What follows belongs to an exercise in optimizing a design on an open flow for small area, a short achievable clock period and few clock cycles; a production flow would make more cautious choices.
At most, simulation tests tie the RTL to the original design; equivalence was not proved.
Power is estimated from default activity; no workload was simulated.

==> 02-12: inputs <==
## mul_unit
module mul_unit
    (
        input logic clk,
        input logic rst,
        input logic [1:0] issue_fn3,
        input logic [31:0] rs1,
        input logic [31:0] rs2,
        input logic issue_new_request,
        input logic [3:0] issue_id,
        output logic issue_ready,
        input logic wb_ack,
        output logic wb_done,
        output logic [3:0] wb_id,
        output logic [31:0] wb_rd
    );
clock: 10.0 ns
lec_check: 0
cap_margin: 20
core_margin: 2
core_utilization: 40
setup_slack_margin: 4
slew_margin: 20
run.sh (not shown) runs the stock make flow with config.mk's settings and CLKGATE_MAP_FILE= SYNTH_SCRIPT=/design/flow/synth_recipe.tcl, a recipe that flattens the netlist after the stock synthesis.
==> 04-26: changes against 02-12 <==
Settings changed: SETUP_SLACK_MARGIN 4 to default.
==> impl_metrics.csv <==
group,metric,value,unit
run_status,status,"complete, no violations",
timing,finalCritPeriodShare,0.737,
detailed_routing,dr.pass1.iters,5,
power,p_sw,6.65,mW
cells_and_area,buffer_area_frac,0.0527,
power,p_int,6.07,mW
detailed_routing,detail_route.vias_per_cell,5.93,
min_path,min_to,"cut_q[18]$_DFFE_PP_",
power,power_combinational,10.5,mW
place,post_dp_cell_area,0.0321,mm²
[end of results for 04-26]
==> impl_metrics.csv <==
group,metric,value,unit
detailed_routing,detail_route.vias_per_cell,6.00,
power,p_sw,6.96,mW
power,p_int,6.54,mW
run_status,status,"complete, no violations",
cells_and_area,buffer_area_frac,0.104,
place,post_dp_cell_area,0.0322,mm²
detailed_routing,dr.pass1.iters,8,
synthesis,yosysTopAreaCellShare,0.312,
power,power_combinational,11.2,mW
power,seq_power,1.60,mW
critical_path,crit_chain,"clkdlybuf4s50_1 > buf_12 > xor2_1 > a22oi_1 > fa_2 > fa_2 > fa_1 > fa_2 > fa_1 > fa_1 > inv_1",
[end of results for 02-12]
Testbench counts of 02-12, summed over its fixed seeds: cycles 16,008.
Testbench counts of 04-26, summed over its fixed seeds: cycles 16,008.

==> inputs of try-delta <==
Another version of the RTL of mul_unit (not shown whole).
clock: 10.0 ns
lec_check: 0
cap_margin: 20
core_margin: 2
core_utilization: 40
setup_slack_margin: 4.25
slew_margin: 20
standard.sh (not shown) runs the stock make flow with config.mk's settings and CLKGATE_MAP_FILE= SYNTH_SCRIPT=/design/flow/synth_recipe.tcl, a recipe that flattens the netlist after the stock synthesis.
==> flow/flow/run.sh <==
#!/bin/bash
# The standard ORFS layout (standard.sh) with two changes:
#  - SYNTH_ARGS=-noabc: Yosys's synth skips its quick "abc -fast" pass, so
#    the full adders written in the RTL reach extract_fa as written; the
#    registers are the same as the standard synthesis's;
#  - the port buffers that buffer_ports inserts are plain buffers
#    (buf_4) instead of the default delay cells.
cp standard.sh standard_sh_copy.log
export BUFFER_PORTS_ARGS="-buffer_cell sky130_fd_sc_hd__buf_4"
bash standard.sh SYNTH_ARGS=-noabc finish > standard.log 2>&1
status=$?
tail -50 standard.log
exit $status
==> try-quartz (differences from try-delta) <==
CORE_UTILIZATION = 65   (was 40)
SETUP_SLACK_MARGIN = 4   (was 4.25)
==> comparison table <==
                                                              try-delta                try-quartz
Post-route clock skew                                           20.2 ps                   9.07 ps
Depth of the most critical reg-to-reg path                           16                        12
Destination of the worst hold path                          held_rd[24]                held_rd[7]
Met1 layer usage reported by global route                         33.8%                     53.9%
Flip-flop and latch area                                    0.00310 mm2               0.00310 mm2
Setup Fix Bufs, Post-CTS                                             23                         9
Post-CTS resize count                                               101                        35
Die area                                                     0.0699 mm2                0.0434 mm2
Highest-delay cell along the critical path     sky130_fd_sc_hd__a221o_2  sky130_fd_sc_hd__a221o_1
Crit share post-route                                             59.3%                     60.3%
Worst setup slack before clock tree synthesis                   3040 ps                   3050 ps
Multi-input gate share of total cell area                         76.4%                     78.6%
Later-pin clock latency in the skew report                       500 ps                    490 ps
First-pass GRT wire length                                    143000 um                 137000 um
Total instance count after detailed placement                      3568                      3223
Outcome                                                  finished clean            finished clean
Post-layout nets                                                   3459                      3417
Total power of the final layout                                 10.7 mW                   10.2 mW
Critical Path Max Stage Delay                                    410 ps                    420 ps
Row Count                                                            95                        74
Testbench counts of try-delta, summed over its fixed seeds: cycles 16,008.
Testbench counts of try-quartz, summed over its fixed seeds: cycles 16,008.

==> job 4422 <==
Another version of the RTL of mul_unit (not shown whole).
==> flow/config.mk <==
export PLATFORM = sky130hd
export DESIGN_NAME = mul_unit
export DESIGN_NICKNAME = mul_unit
export VERILOG_FILES = /design/flow/design.v
export SDC_FILE = /design/flow/constraint.sdc
export NUM_CORES = 4
export LEC_CHECK = 0
export CAP_MARGIN = 20
export CORE_MARGIN = 2
export CORE_UTILIZATION = 40
export PLACE_DENSITY = 0.8
export SETUP_SLACK_MARGIN = 4
export SLEW_MARGIN = 20
==> flow/constraint.sdc <==
create_clock -name core_clock -period 10.0 [get_ports {clk}]
set_input_delay 2.0000 -clock core_clock [delete_from_list [all_inputs] [get_ports {clk}]]
set_output_delay 2.0000 -clock core_clock [all_outputs]
set_load 0.01 [all_outputs]
==> flow/flow/run.sh <==
#!/bin/bash
# The standard ORFS layout (standard.sh) with two changes:
#  - SYNTH_ARGS=-noabc: Yosys's synth skips its quick "abc -fast" pass, so
#    the full adders written in the RTL reach extract_fa as written; the
#    registers are the same as the standard synthesis's;
#  - the port buffers that buffer_ports inserts are plain buffers
#    (buf_2) instead of the default delay cells.
cp standard.sh standard_sh_copy.log
export BUFFER_PORTS_ARGS="-buffer_cell sky130_fd_sc_hd__buf_2"
bash standard.sh SYNTH_ARGS=-noabc finish > standard.log 2>&1
status=$?
tail -50 standard.log
exit $status
==> inputs of job 6088, as changes to job 4422 <==
--- a/flow/design.v
+++ b/flow/design.v
@@ -18,17 +18,17 @@
     logic [33:0] b;
     logic advance;
     logic valid_r;
     logic mulh_r;
     logic [3:0] id_r;
-    logic [116:0] cut_d;
-    logic [116:0] cut_q;
+    logic [112:0] cut_d;
+    logic [112:0] cut_q;
     logic [63:0] sum_x, sum_y, product;
     logic held_r;
     logic [31:0] held_rd;
     logic one1, two2, neg3, x4, x5, x6, x7, x8, x9, x10, x11, x12, x13, x14, x15, x16, x17, x18, x19, x20, x21, x22, x23, x24, x25, x26, x27, x28, x29, x30, x31, x32, x33, x34, x35, x36, pp37, pp38, pp39, pp40, pp41, pp42, pp43, pp44, pp45, pp46, pp47, pp48, pp49, pp50, pp51, pp52, pp53, pp54, pp55, pp56, pp57, pp58, pp59, pp60, pp61, pp62, pp63, pp64, pp65, pp66, pp67, pp68, pp69, pp70, one71, two72, neg73, x74, x75, x76, x77, x78, x79, x80, x81, x82, x83, x84, x85, x86, x87, x88, x89, x90, x91, x92, x93, x94, x95, x96, x97, x98, x99, x100, x101, x102, x103, x104, x105, x106, pp107, pp108, pp109, pp110, pp111, pp112, pp113, pp114, pp115, pp116, pp117, pp118, pp119, pp120, pp121, pp122, pp123, pp124, pp125, pp126, pp127, pp128, pp129, pp130, pp131, pp132, pp133, pp134, pp135, pp136, pp137, pp138, pp139, pp140, one141, two142, neg143, x144, x145, x146, x147, x148, x149, x150, x151, x152, x153, x154, x155, x156, x157, x158, x159, x160, x161, x162, x163, x164, x165, x166, x167, x168, x169, x170, x171, x172, x173, x174, x175, x176, pp177, pp178, pp179, pp180, pp181, pp182, pp183, pp184, pp185, pp186, pp187, pp188, pp189, pp190, pp191, pp192, pp193, pp194, pp195, pp196, pp197, pp198, pp199, pp200, pp201, pp202, pp203, pp204, pp205, pp206, pp207, pp208, pp209, pp210, one211, two212, neg213, x214, x215, x216, x217, x218, x219, x220, x221, x222, x223, x224, x225, x226, x227, x228, x229, x230, x231, x232, x233, x234, x235, x236, x237, x238, x239, x240, x241, x242, x243, x244, x245, x246, pp247, pp248, pp249, pp250, pp251, pp252, pp253, pp254, pp255, pp256, pp257, pp258, pp259, pp260, pp261, pp262, pp263, pp264, pp265, pp266, pp267, pp268, pp269, pp270, pp271, pp272, pp273, pp274, pp275, pp276, pp277, pp278, pp279, pp280, one281, two282, neg283, x284, x285, x286, x287, x288, x289, x290, x291, x292, x293, x294, x295, x296, x297, x298, x299, x300, x301, x302, x303, x304, x305, x306, x307, x308, x309, x310, x311, x312, x313, x314, x315, x316, pp317, pp318, pp319, pp320, pp321, pp322, pp323, pp324, pp325, pp326, pp327, pp328, pp329, pp330, pp331, pp332, pp333, pp334, pp335, pp336, pp337, pp338, pp339, pp340, pp341, pp342, pp343, pp344, pp345, pp346, pp347, pp348, pp349, pp350, one351, two352, neg353, x354, x355, x356, x357, x358, x359, x360, x361, x362, x363, x364, x365, x366, x367, x368, x369, x370, x371, x372, x373, x374, x375, x376, x377, x378, x379, x380, x381, x382, x383, x384, x385, x386, pp387, pp388, pp389, pp390, pp391, pp392, pp393, pp394, pp395, pp396, pp397, pp398, pp399, pp400, pp401, pp402, pp403, pp404, pp405, pp406, pp407, pp408, pp409, pp410, pp411, pp412, pp413, pp414, pp415, pp416, pp417, pp418, pp419, pp420, one421, two422, neg423, x424, x425, x426, x427, x428, x429, x430, x431, x432, x433, x434, x435, x436, x437, x438, x439, x440, x441, x442, x443, x444, x445, x446, x447, x448, x449, x450, x451, x452, x453, x454, x455, x456, pp457, pp458, pp459, pp460, pp461, pp462, pp463, pp464, pp465, pp466, pp467, pp468, pp469, pp470, pp471, pp472, pp473, pp474, pp475, pp476, pp477, pp478, pp479, pp480, pp481, pp482, pp483, pp484, pp485, pp486, pp487, pp488, pp489, pp490, one491, two492, neg493, x494, x495, x496, x497, x498, x499, x500, x501, x502, x503, x504, x505, x506, x507, x508, x509, x510, x511, x512, x513, x514, x515, x516, x517, x518, x519, x520, x521, x522, x523, x524, x525, x526, pp527, pp528, pp529, pp530, pp531, pp532, pp533, pp534, pp535, pp536, pp537, pp538, pp539, pp540, pp541, pp542, pp543, pp544, pp545, pp546, pp547, pp548, pp549, pp550, pp551, pp552, pp553, pp554, pp555, pp556, pp557, pp558, pp559, pp560, one561, two562, neg563, x564, x565, x566, x567, x568, x569, x570, x571, x572, x573, x574, x575, x576, x577, x578, x579, x580, x581, x582, x583, x584, x585, x586, x587, x588, x589, x590, x591, x592, x593, x594, x595, x596, pp597, pp598, pp599, pp600, pp601, pp602, pp603, pp604, pp605, pp606, pp607, pp608, pp609, pp610, pp611, pp612, pp613, pp614, pp615, pp616, pp617, pp618, pp619, pp620, pp621, pp622, pp623, pp624, pp625, pp626, pp627, pp628, pp629, pp630, one631, two632, neg633, x634, x635, x636, x637, x638, x639, x640, x641, x642, x643, x644, x645, x646, x647, x648, x649, x650, x651, x652, x653, x654, x655, x656, x657, x658, x659, x660, x661, x662, x663, x664, x665, x666, pp667, pp668, pp669, pp670, pp671, pp672, pp673, pp674, pp675, pp676, pp677, pp678, pp679, pp680, pp681, pp682, pp683, pp684, pp685, pp686, pp687, pp688, pp689, pp690, pp691, pp692, pp693, pp694, pp695, pp696, pp697, pp698, pp699, pp700, one701, two702, neg703, x704, x705, x706, x707, x708, x709, x710, x711, x712, x713, x714, x715, x716, x717, x718, x719, x720, x721, x722, x723, x724, x725, x726, x727, x728, x729, x730, x731, x732, x733, x734, x735, x736, pp737, pp738, pp739, pp740, pp741, pp742, pp743, pp744, pp745, pp746, pp747, pp748, pp749, pp750, pp751, pp752, pp753, pp754, pp755, pp756, pp757, pp758, pp759, pp760, pp761, pp762, pp763, pp764, pp765, pp766, pp767, pp768, pp769, pp770, one771, two772, neg773, x774, x775, x776, x777, x778, x779, x780, x781, x782, x783, x784, x785, x786, x787, x788, x789, x790, x791, x792, x793, x794, x795, x796, x797, x798, x799, x800, x801, x802, x803, x804, x805, x806, pp807, pp808, pp809, pp810, pp811, pp812, pp813, pp814, pp815, pp816, pp817, pp818, pp819, pp820, pp821, pp822, pp823, pp824, pp825, pp826, pp827, pp828, pp829, pp830, pp831, pp832, pp833, pp834, pp835, pp836, pp837, pp838, pp839, pp840, one841, two842, neg843, x844, x845, x846, x847, x848, x849, x850, x851, x852, x853, x854, x855, x856, x857, x858, x859, x860, x861, x862, x863, x864, x865, x866, x867, x868, x869, x870, x871, x872, x873, x874, x875, x876, pp877, pp878, pp879, pp880, pp881, pp882, pp883, pp884, pp885, pp886, pp887, pp888, pp889, pp890, pp891, pp892, pp893, pp894, pp895, pp896, pp897, pp898, pp899, pp900, pp901, pp902, pp903, pp904, pp905, pp906, pp907, pp908, pp909, pp910, one911, two912, neg913, x914, x915, x916, x917, x918, x919, x920, x921, x922, x923, x924, x925, x926, x927, x928, x929, x930, x931, x932, x933, x934, x935, x936, x937, x938, x939, x940, x941, x942, x943, x944, x945, x946, pp947, pp948, pp949, pp950, pp951, pp952, pp953, pp954, pp955, pp956, pp957, pp958, pp959, pp960, pp961, pp962, pp963, pp964, pp965, pp966, pp967, pp968, pp969, pp970, pp971, pp972, pp973, pp974, pp975, pp976, pp977, pp978, pp979, pp980, one981, two982, neg983, x984, x985, x986, x987, x988, x989, x990, x991, x992, x993, x994, x995, x996, x997, x998, x999, x1000, x1001, x1002, x1003, x1004, x1005, x1006, x1007, x1008, x1009, x1010, x1011, x1012, x1013, x1014, x1015, x1016, pp1017, pp1018, pp1019, pp1020, pp1021, pp1022, pp1023, pp1024, pp1025, pp1026, pp1027, pp1028, pp1029, pp1030, pp1031, pp1032, pp1033, pp1034, pp1035, pp1036, pp1037, pp1038, pp1039, pp1040, pp1041, pp1042, pp1043, pp1044, pp1045, pp1046, pp1047, pp1048, pp1049, pp1050, one1051, two1052, neg1053, x1054, x1055, x1056, x1057, x1058, x1059, x1060, x1061, x1062, x1063, x1064, x1065, x1066, x1067, x1068, x1069, x1070, x1071, x1072, x1073, x1074, x1075, x1076, x1077, x1078, x1079, x1080, x1081, x1082, x1083, x1084, x1085, x1086, pp1087, pp1088, pp1089, pp1090, pp1091, pp1092, pp1093, pp1094, pp1095, pp1096, pp1097, pp1098, pp1099, pp1100, pp1101, pp1102, pp1103, pp1104, pp1105, pp1106, pp1107, pp1108, pp1109, pp1110, pp1111, pp1112, pp1113, pp1114, pp1115, pp1116, pp1117, pp1118, pp1119, pp1120, one1121, two1122, neg1123, x1124, x1125, x1126, x1127, x1128, x1129, x1130, x1131, x1132, x1133, x1134, x1135, x1136, x1137, x1138, x1139, x1140, x1141, x1142, x1143, x1144, x1145, x1146, x1147, x1148, x1149, x1150, x1151, x1152, x1153, x1154, x1155, x1156, pp1157, pp1158, pp1159, pp1160, pp1161, pp1162, pp1163, pp1164, pp1165, pp1166, pp1167, pp1168, pp1169, pp1170, pp1171, pp1172, pp1173, pp1174, pp1175, pp1176, pp1177, pp1178, pp1179, pp1180, pp1181, pp1182, pp1183, pp1184, pp1185, pp1186, pp1187, pp1188, s1189, c1190, s1191, c1192, s1193, c1194, s1195, c1196, s1197, c1198, s1199, c1200, s1201, c1202, s1203, c1204, s1205, c1206, s1207, c1208, s1209, c1210, s1211, c1212, s1213, c1214, s1215, c1216, s1217, c1218, s1219, c1220, s1221, c1222, s1223, c1224, s1225, c1226, s1227, c1228, s1229, c1230, s1231, c1232, s1233, c1234, s1235, c1236, s1237, c1238, s1239, c1240, s1241, c1242, s1243, c1244, s1245, c1246, s1247, c1248, s1249, c1250, s1251, c1252, s1253, c1254, s1255, c1256, s1257, c1258, s1259, c1260, s1261, c1262, s1263, c1264, s1265, c1266, s1267, c1268, s1269, c1270, s1271, c1272, s1273, c1274, s1275, c1276, s1277, c1278, s1279, c1280, s1281, c1282, s1283, c1284, s1285, c1286, s1287, c1288, s1289, c1290, s1291, c1292, s1293, c1294, s1295, c1296, s1297, c1298, s1299, c1300, s1301, c1302, s1303, c1304, s1305, c1306, s1307, c1308, s1309, c1310, s1311, c1312, s1313, c1314, s1315, c1316, s1317, c1318, s1319, c1320, s1321, c1322, s1323, c1324, s1325, c1326, s1327, c1328, s1329, c1330, s1331, c1332, s1333, c1334, s1335, c1336, s1337, c1338, s1339, c1340, s1341, c1342, s1343, c1344, s1345, c1346, s1347, c1348, s1349, c1350, s1351, c1352, s1353, c1354, s1355, c1356, s1357, c1358, s1359, c1360, s1361, c1362, s1363, c1364, s1365, c1366, s1367, c1368, s1369, c1370, s1371, c1372, s1373, c1374, s1375, c1376, s1377, c1378, s1379, c1380, s1381, c1382, s1383, c1384, s1385, c1386, s1387, c1388, s1389, c1390, s1391, c1392, s1393, c1394, s1395, c1396, s1397, c1398, s1399, c1400, s1401, c1402, s1403, c1404, s1405, c1406, s1407, c1408, s1409, c1410, s1411, c1412, s1413, c1414, s1415, c1416, s1417, c1418, s1419, c1420, s1421, c1422, s1423, c1424, s1425, c1426, s1427, c1428, s1429, c1430, s1431, c1432, s1433, c1434, s1435, c1436, s1437, c1438, s1439, c1440, s1441, c1442, s1443, c1444, s1445, c1446, s1447, c1448, s1449, c1450, s1451, c1452, s1453, c1454, s1455, c1456, s1457, c1458, s1459, c1460, s1461, c1462, s1463, c1464, s1465, c1466, s1467, c1468, s1469, c1470, s1471, c1472, s1473, c1474, s1475, c1476, s1477, c1478, s1479, c1480, s1481, c1482, s1483, c1484, s1485, c1486, s1487, c1488, s1489, c1490, s1491, c1492, s1493, c1494, s1495, c1496, s1497, c1498, s1499, c1500, s1501, c1502, s1503, c1504, s1505, c1506, s1507, c1508, s1509, c1510, s1511, c1512, s1513, c1514, s1515, c1516, s1517, c1518, s1519, c1520, s1521, c1522, s1523, c1524, s1525, c1526, s1527, c1528, s1529, c1530, s1531, c1532, s1533, c1534, s1535, c1536, s1537, c1538, s1539, c1540, s1541, c1542, s1543, c1544, s1545, c1546, s1547, c1548, s1549, c1550, s1551, c1552, s1553, c1554, s1555, c1556, s1557, c1558, s1559, c1560, s1561, c1562, s1563, c1564, s1565, c1566, s1567, c1568, s1569, c1570, s1571, c1572, s1573, c1574, s1575, c1576, s1577, c1578, s1579, c1580, s1581, c1582, s1583, c1584, s1585, c1586, s1587, c1588, s1589, c1590, s1591, c1592, s1593, c1594, s1595, c1596, s1597, c1598, s1599, c1600, s1601, c1602, s1603, c1604, s1605, c1606, s1607, c1608, s1609, c1610, s1611, c1612, s1613, c1614, s1615, c1616, s1617, c1618, s1619, c1620, s1621, c1622, s1623, c1624, s1625, c1626, s1627, c1628, s1629, c1630, s1631, c1632, s1633, c1634, s1635, c1636, s1637, c1638, s1639, c1640, s1641, c1642, s1643, c1644, s1645, c1646, s1647, c1648, s1649, c1650, s1651, c1652, s1653, c1654, s1655, c1656, s1657, c1658, s1659, c1660, s1661, c1662, s1663, c1664, s1665, c1666, s1667, c1668, s1669, c1670, s1671, c1672, s1673, c1674, s1675, c1676, s1677, c1678, s1679, c1680, s1681, c1682, s1683, c1684, s1685, c1686, s1687, c1688, s1689, c1690, s1691, c1692, s1693, c1694, s1695, c1696, s1697, c1698, s1699, c1700, s1701, c1702, s1703, c1704, s1705, c1706, s1707, c1708, s1709, c1710, s1711, c1712, s1713, c1714, s1715, c1716, s1717, c1718, s1719, c1720, s1721, c1722, s1723, c1724, s1725, c1726, s1727, c1728, s1729, c1730, s1731, c1732, s1733, c1734, s1735, c1736, s1737, c1738, s1739, c1740, s1741, c1742, s1743, c1744, s1745, c1746, s1747, c1748, s1749, c1750, s1751, c1752, s1753, c1754, s1755, c1756, s1757, c1758, s1759, c1760, s1761, c1762, s1763, c1764, s1765, c1766, s1767, c1768, s1769, c1770, s1771, c1772, s1773, c1774, s1775, c1776, s1777, c1778, s1779, c1780, s1781, c1782, s1783, c1784, s1785, c1786, s1787, c1788, s1789, c1790, s1791, c1792, s1793, c1794, s1795, c1796, s1797, c1798, s1799, c1800, s1801, c1802, s1803, c1804, s1805, c1806, s1807, c1808, s1809, c1810, s1811, c1812, s1813, c1814, s1815, c1816, s1817, c1818, s1819, c1820, s1821, c1822, s1823, c1824, s1825, c1826, s1827, c1828, s1829, c1830, s1831, c1832, s1833, c1834, s1835, c1836, s1837, c1838, s1839, c1840, s1841, c1842, s1843, c1844, s1845, c1846, s1847, c1848, s1849, c1850, s1851, c1852, s1853, c1854, s1855, c1856, s1857, c1858, s1859, c1860, s1861, c1862, s1863, c1864, s1865, c1866, s1867, c1868, s1869, c1870, s1871, c1872, s1873, c1874, s1875, c1876, s1877, c1878, s1879, c1880, s1881, c1882, s1883, c1884, s1885, c1886, s1887, c1888, s1889, c1890, s1891, c1892, s1893, c1894, s1895, c1896, s1897, c1898, s1899, c1900, s1901, c1902, s1903, c1904, s1905, c1906, s1907, c1908, s1909, c1910, s1911, c1912, s1913, c1914, s1915, c1916, s1917, c1918, s1919, c1920, s1921, c1922, s1923, c1924, s1925, c1926, s1927, c1928, s1929, c1930, s1931, c1932, s1933, c1934, s1935, c1936, s1937, c1938, s1939, c1940, s1941, c1942, s1943, c1944, s1945, c1946, s1947, c1948, s1949, c1950, s1951, c1952, s1953, c1954, s1955, c1956, s1957, c1958, s1959, c1960, s1961, c1962, s1963, c1964, s1965, c1966, s1967, c1968, s1969, c1970, s1971, c1972, s1973, c1974, s1975, c1976, s1977, c1978, s1979, c1980, s1981, c1982, s1983, c1984, s1985, c1986, s1987, c1988, s1989, c1990, s1991, c1992, s1993, c1994, s1995, c1996, s1997, c1998, s1999, c2000, s2001, c2002, s2003, c2004, s2005, c2006, s2007, c2008, s2009, c2010, s2011, c2012, s2013, c2014, s2015, c2016, s2017, c2018, s2019, c2020, s2021, c2022, s2023, c2024, s2025, c2026, s2027, c2028, s2029, c2030, s2031, c2032, s2033, c2034, s2035, c2036, s2037, c2038, s2039, c2040, s2041, c2042, s2043, c2044, s2045, c2046, s2047, c2048, s2049, c2050, s2051, c2052, s2053, c2054, s2055, c2056, s2057, c2058, s2059, c2060, s2061, c2062, s2063, c2064, s2065, c2066, s2067, c2068, s2069, c2070, s2071, c2072, s2073, c2074, s2075, c2076, s2077, c2078, s2079, c2080, s2081, c2082, s2083, c2084, s2085, c2086, s2087, c2088, s2089, c2090, s2091, c2092, s2093, c2094, s2095, c2096, s2097, c2098, s2099, c2100, s2101, c2102, s2103, c2104, s2105, c2106, s2107, c2108, s2109, c2110, s2111, c2112, s2113, c2114, s2115, c2116, s2117, c2118, s2119, c2120, s2121, c2122, s2123, c2124, s2125, c2126, s2127, c2128, s2129, c2130, s2131, c2132, s2133, c2134, s2135, c2136, s2137, c2138, s2139, c2140, s2141, c2142, s2143, c2144, s2145, c2146, s2147, c2148, s2149, c2150, s2151, c2152, s2153, c2154, s2155, c2156, s2157, c2158, s2159, c2160, s2161, c2162, s2163, c2164, s2165, c2166, s2167, c2168, s2169, c2170, s2171, c2172, s2173, c2174, s2175, c2176, s2177, c2178, s2179, c2180, s2181, c2182, s2183, c2184, s2185, c2186, s2187, c2188, s2189, c2190, s2191, c2192, s2193, c2194, s2195, c2196, s2197, c2198, s2199, c2200, s2201, c2202, s2203, c2204, s2205, c2206, s2207, c2208, s2209, c2210, s2211, c2212, s2213, c2214, s2215, c2216, s2217, c2218, s2219, c2220, s2221, c2222, s2223, c2224, s2225, c2226, s2227, c2228, s2229, c2230, s2231, c2232, s2233, c2234, s2235, c2236, s2237, c2238, s2239, c2240, s2241, c2242;
-    logic [12:0] low_sum;
+    logic [16:0] low_sum;
     assign rs1_is_signed = (issue_fn3 == 2'b01) | (issue_fn3 == 2'b10);
     assign rs2_is_signed = (issue_fn3 == 2'b01);
     assign is_mulhx = (issue_fn3 != 2'b00);
     assign a = {rs1_is_signed & rs1[31], rs1};
     assign b = {{2{rs2_is_signed & rs2[31]}}, rs2};
@@ -1791,14 +1791,14 @@
     assign {c2234, s2233} = {1'b0, s1997} + {1'b0, c2110} + {1'b0, s2111};
     assign {c2236, s2235} = {1'b0, c1998} + {1'b0, s2113} + {1'b0, c2112};
     assign {c2238, s2237} = {1'b0, c2000} + {1'b0, s2115} + {1'b0, c2114};
     assign {c2240, s2239} = {1'b0, pp1187} + {1'b0, s2117} + {1'b0, c2116};
     assign {c2242, s2241} = {1'b0, pp1120} + {1'b0, pp1188} + {1'b0, c2118};
-    assign low_sum = {1'b0, c2136, c2134, c2132, c2130, c2128, c2126, c2124, c2122, c2120, pp107, pp38, neg3} + {1'b0, s2137, s2135, s2133, s2131, s2129, s2127, s2125, s2123, s2121, s2119, 1'b0, pp37};
-    assign cut_d = {c2240, s2241, c2238, s2239, c2236, s2237, s2235, c2234, c2232, s2233, c2230, s2231, c2228, s2229, s2227, c2226, s2225, c2224, c2222, s2223, c2220, s2221, c2218, s2219, s2217, c2216, s2215, c2214, s2213, c2212, s2211, c2210, s2209, c2208, c2206, s2207, c2204, s2205, s2203, c2202, s2201, c2200, s2199, c2198, s2197, c2196, s2195, c2194, s2193, c2192, s2191, c2190, s2189, c2188, s2187, c2186, s2185, c2184, s2183, c2182, s2181, c2180, s2179, c2178, s2177, c2176, s2175, c2174, s2173, c2172, s2171, c2170, s2169, c2168, s2167, c2166, s2165, c2164, s2163, c2162, s2161, c2160, s2159, c2158, s2157, c2156, s2155, c2154, s2153, c2152, s2151, c2150, s2149, c2148, s2147, c2146, s2145, c2144, s2143, c2142, s2141, c2140, s2139, c2138, low_sum[12], low_sum[11], low_sum[10], low_sum[9], low_sum[8], low_sum[7], low_sum[6], low_sum[5], low_sum[4], low_sum[3], low_sum[2], low_sum[1], low_sum[0]};
-    assign sum_x = {cut_q[115], cut_q[113], cut_q[111], cut_q[109], cut_q[107], cut_q[105], cut_q[103], cut_q[101], cut_q[99], cut_q[97], cut_q[95], cut_q[93], cut_q[91], cut_q[89], cut_q[87], cut_q[85], cut_q[83], cut_q[81], cut_q[79], cut_q[77], cut_q[75], cut_q[73], cut_q[71], cut_q[69], cut_q[67], cut_q[65], cut_q[63], cut_q[61], cut_q[59], cut_q[57], cut_q[55], cut_q[53], cut_q[51], cut_q[49], cut_q[47], cut_q[45], cut_q[43], cut_q[41], cut_q[39], cut_q[37], cut_q[35], cut_q[33], cut_q[31], cut_q[29], cut_q[27], cut_q[25], cut_q[23], cut_q[21], cut_q[19], cut_q[17], cut_q[15], cut_q[13], cut_q[11], cut_q[10], cut_q[9], cut_q[8], cut_q[7], cut_q[6], cut_q[5], cut_q[4], cut_q[3], cut_q[2], cut_q[1], cut_q[0]};
-    assign sum_y = {cut_q[116], cut_q[114], cut_q[112], cut_q[110], cut_q[108], cut_q[106], cut_q[104], cut_q[102], cut_q[100], cut_q[98], cut_q[96], cut_q[94], cut_q[92], cut_q[90], cut_q[88], cut_q[86], cut_q[84], cut_q[82], cut_q[80], cut_q[78], cut_q[76], cut_q[74], cut_q[72], cut_q[70], cut_q[68], cut_q[66], cut_q[64], cut_q[62], cut_q[60], cut_q[58], cut_q[56], cut_q[54], cut_q[52], cut_q[50], cut_q[48], cut_q[46], cut_q[44], cut_q[42], cut_q[40], cut_q[38], cut_q[36], cut_q[34], cut_q[32], cut_q[30], cut_q[28], cut_q[26], cut_q[24], cut_q[22], cut_q[20], cut_q[18], cut_q[16], cut_q[14], 1'b0, 1'b0, 1'b0, 1'b0, 1'b0, 1'b0, 1'b0, 1'b0, 1'b0, 1'b0, 1'b0, 1'b0};
+    assign low_sum = {1'b0, c2144, c2142, c2140, c2138, c2136, c2134, c2132, c2130, c2128, c2126, c2124, c2122, c2120, pp107, pp38, neg3} + {1'b0, s2145, s2143, s2141, s2139, s2137, s2135, s2133, s2131, s2129, s2127, s2125, s2123, s2121, s2119, 1'b0, pp37};
+    assign cut_d = {c2240, s2241, c2238, s2239, c2236, s2237, s2235, c2234, c2232, s2233, c2230, s2231, c2228, s2229, s2227, c2226, s2225, c2224, c2222, s2223, c2220, s2221, c2218, s2219, s2217, c2216, s2215, c2214, s2213, c2212, s2211, c2210, s2209, c2208, c2206, s2207, c2204, s2205, s2203, c2202, s2201, c2200, s2199, c2198, s2197, c2196, s2195, c2194, s2193, c2192, s2191, c2190, s2189, c2188, s2187, c2186, s2185, c2184, s2183, c2182, s2181, c2180, s2179, c2178, s2177, c2176, s2175, c2174, s2173, c2172, s2171, c2170, s2169, c2168, s2167, c2166, s2165, c2164, s2163, c2162, s2161, c2160, s2159, c2158, s2157, c2156, s2155, c2154, s2153, c2152, s2151, c2150, s2149, c2148, s2147, c2146, low_sum[16], low_sum[15], low_sum[14], low_sum[13], low_sum[12], low_sum[11], low_sum[10], low_sum[9], low_sum[8], low_sum[7], low_sum[6], low_sum[5], low_sum[4], low_sum[3], low_sum[2], low_sum[1], low_sum[0]};
+    assign sum_x = {cut_q[111], cut_q[109], cut_q[107], cut_q[105], cut_q[103], cut_q[101], cut_q[99], cut_q[97], cut_q[95], cut_q[93], cut_q[91], cut_q[89], cut_q[87], cut_q[85], cut_q[83], cut_q[81], cut_q[79], cut_q[77], cut_q[75], cut_q[73], cut_q[71], cut_q[69], cut_q[67], cut_q[65], cut_q[63], cut_q[61], cut_q[59], cut_q[57], cut_q[55], cut_q[53], cut_q[51], cut_q[49], cut_q[47], cut_q[45], cut_q[43], cut_q[41], cut_q[39], cut_q[37], cut_q[35], cut_q[33], cut_q[31], cut_q[29], cut_q[27], cut_q[25], cut_q[23], cut_q[21], cut_q[19], cut_q[17], cut_q[15], cut_q[14], cut_q[13], cut_q[12], cut_q[11], cut_q[10], cut_q[9], cut_q[8], cut_q[7], cut_q[6], cut_q[5], cut_q[4], cut_q[3], cut_q[2], cut_q[1], cut_q[0]};
+    assign sum_y = {cut_q[112], cut_q[110], cut_q[108], cut_q[106], cut_q[104], cut_q[102], cut_q[100], cut_q[98], cut_q[96], cut_q[94], cut_q[92], cut_q[90], cut_q[88], cut_q[86], cut_q[84], cut_q[82], cut_q[80], cut_q[78], cut_q[76], cut_q[74], cut_q[72], cut_q[70], cut_q[68], cut_q[66], cut_q[64], cut_q[62], cut_q[60], cut_q[58], cut_q[56], cut_q[54], cut_q[52], cut_q[50], cut_q[48], cut_q[46], cut_q[44], cut_q[42], cut_q[40], cut_q[38], cut_q[36], cut_q[34], cut_q[32], cut_q[30], cut_q[28], cut_q[26], cut_q[24], cut_q[22], cut_q[20], cut_q[18], 1'b0, 1'b0, 1'b0, 1'b0, 1'b0, 1'b0, 1'b0, 1'b0, 1'b0, 1'b0, 1'b0, 1'b0, 1'b0, 1'b0, 1'b0, 1'b0};
     assign advance = ~valid_r | wb_ack;
     assign issue_ready = advance;
     always_ff @ (posedge clk) begin
         cut_q <= cut_d;
         if (advance) begin
@@ -1818,11 +1818,11 @@
         end
     end
     always_ff @ (posedge clk)
         held_rd <= wb_rd;
     logic [63:0] ag, ap;
-    assign ag = (sum_x & sum_y) | {52'b0, cut_q[12], 11'b0};
+    assign ag = (sum_x & sum_y) | {48'b0, cut_q[16], 15'b0};
     assign ap = sum_x ^ sum_y;
     logic kg1, kp1;
     assign kg1 = ag[1] | (ap[1] & ag[0]);
     assign kp1 = ap[1] & ap[0];
     logic kg2, kp2;
Settings changed: CORE_UTILIZATION 40 to 55, PLACE_DENSITY 0.8 to 0.9, SETUP_SLACK_MARGIN 4 to 4.1.
==> flow_metrics.env <==
export IMPL_min_period_ns=5.89
export IMPL_whs_endpoint="held_rd[21]"
export IMPL_status="finished clean"
export IMPL_place_congestion=0.983
export IMPL_final_seq_area_mm2=0.00311
export IMPL_use_met1_pct=41.2
export IMPL_comb_power_share_pct=81.1
export IMPL_final_core_util_pct=61.1
(the above is from job 6088)
==> flow_metrics.env <==
export IMPL_status="finished clean"
export IMPL_final_core_util_pct=43.9
export IMPL_whs_endpoint="held_rd[26]"
export IMPL_final_seq_area_mm2=0.00317
export IMPL_use_met1_pct=30.1
export IMPL_largest_reg_flops=117
export IMPL_cts_hold_buffers=0
export IMPL_place_congestion=0.960
export IMPL_comb_power_share_pct=80.5
export IMPL_min_period_ns=6.10
(the above is from job 4422)
Testbench counts of job 6088, summed over its fixed seeds: cycles 16,008.
Function not checked in job 4422: the RTL went through the layout flow alone.

-- static timing again, ports no longer ideal --
Ports are ideal in the flow. The routed layouts listed here were re-timed in OpenROAD.
Step 1 sets driving cells, clkbuf_16 on the clock port and buf_2 on the other inputs (assumed; they add their load-dependent delay and slew).
Step 2 also shifts input and output timing later by t, the mid clock arrival at the registers, as if the neighbouring blocks saw the same clock.
Slacks: ideal ports / drivers / drivers and shift; pairs: ideal ports / drivers.
run | t, ns | setup slack, ns | worst setup path at the end | worst data-port slew with drivers (ns)
02-12 | 0.478 | 3.902 / 3.930 / 3.452 | input to register | 0.12
04-26 | 0.471 | 2.632 / 2.661 / 2.190 | input to register | 0.05
try-delta | 0.561 | 4.068 / 4.002 / 3.617 | input to register | 0.19
try-quartz | 0.548 | 3.966 / 3.905 / 3.499 | input to register | 0.09
job 4422 | 0.554 | 3.902 / 3.939 / 3.385 | input to register | 0.12
job 6088 | 0.523 | 4.110 / 4.055 / 3.589 | input to register | 0.07
After both steps every run listed still meets setup and hold. The setup slack of job 6088, which loses most, moves by -0.055 ns with the drivers and by -0.521 ns with both steps.
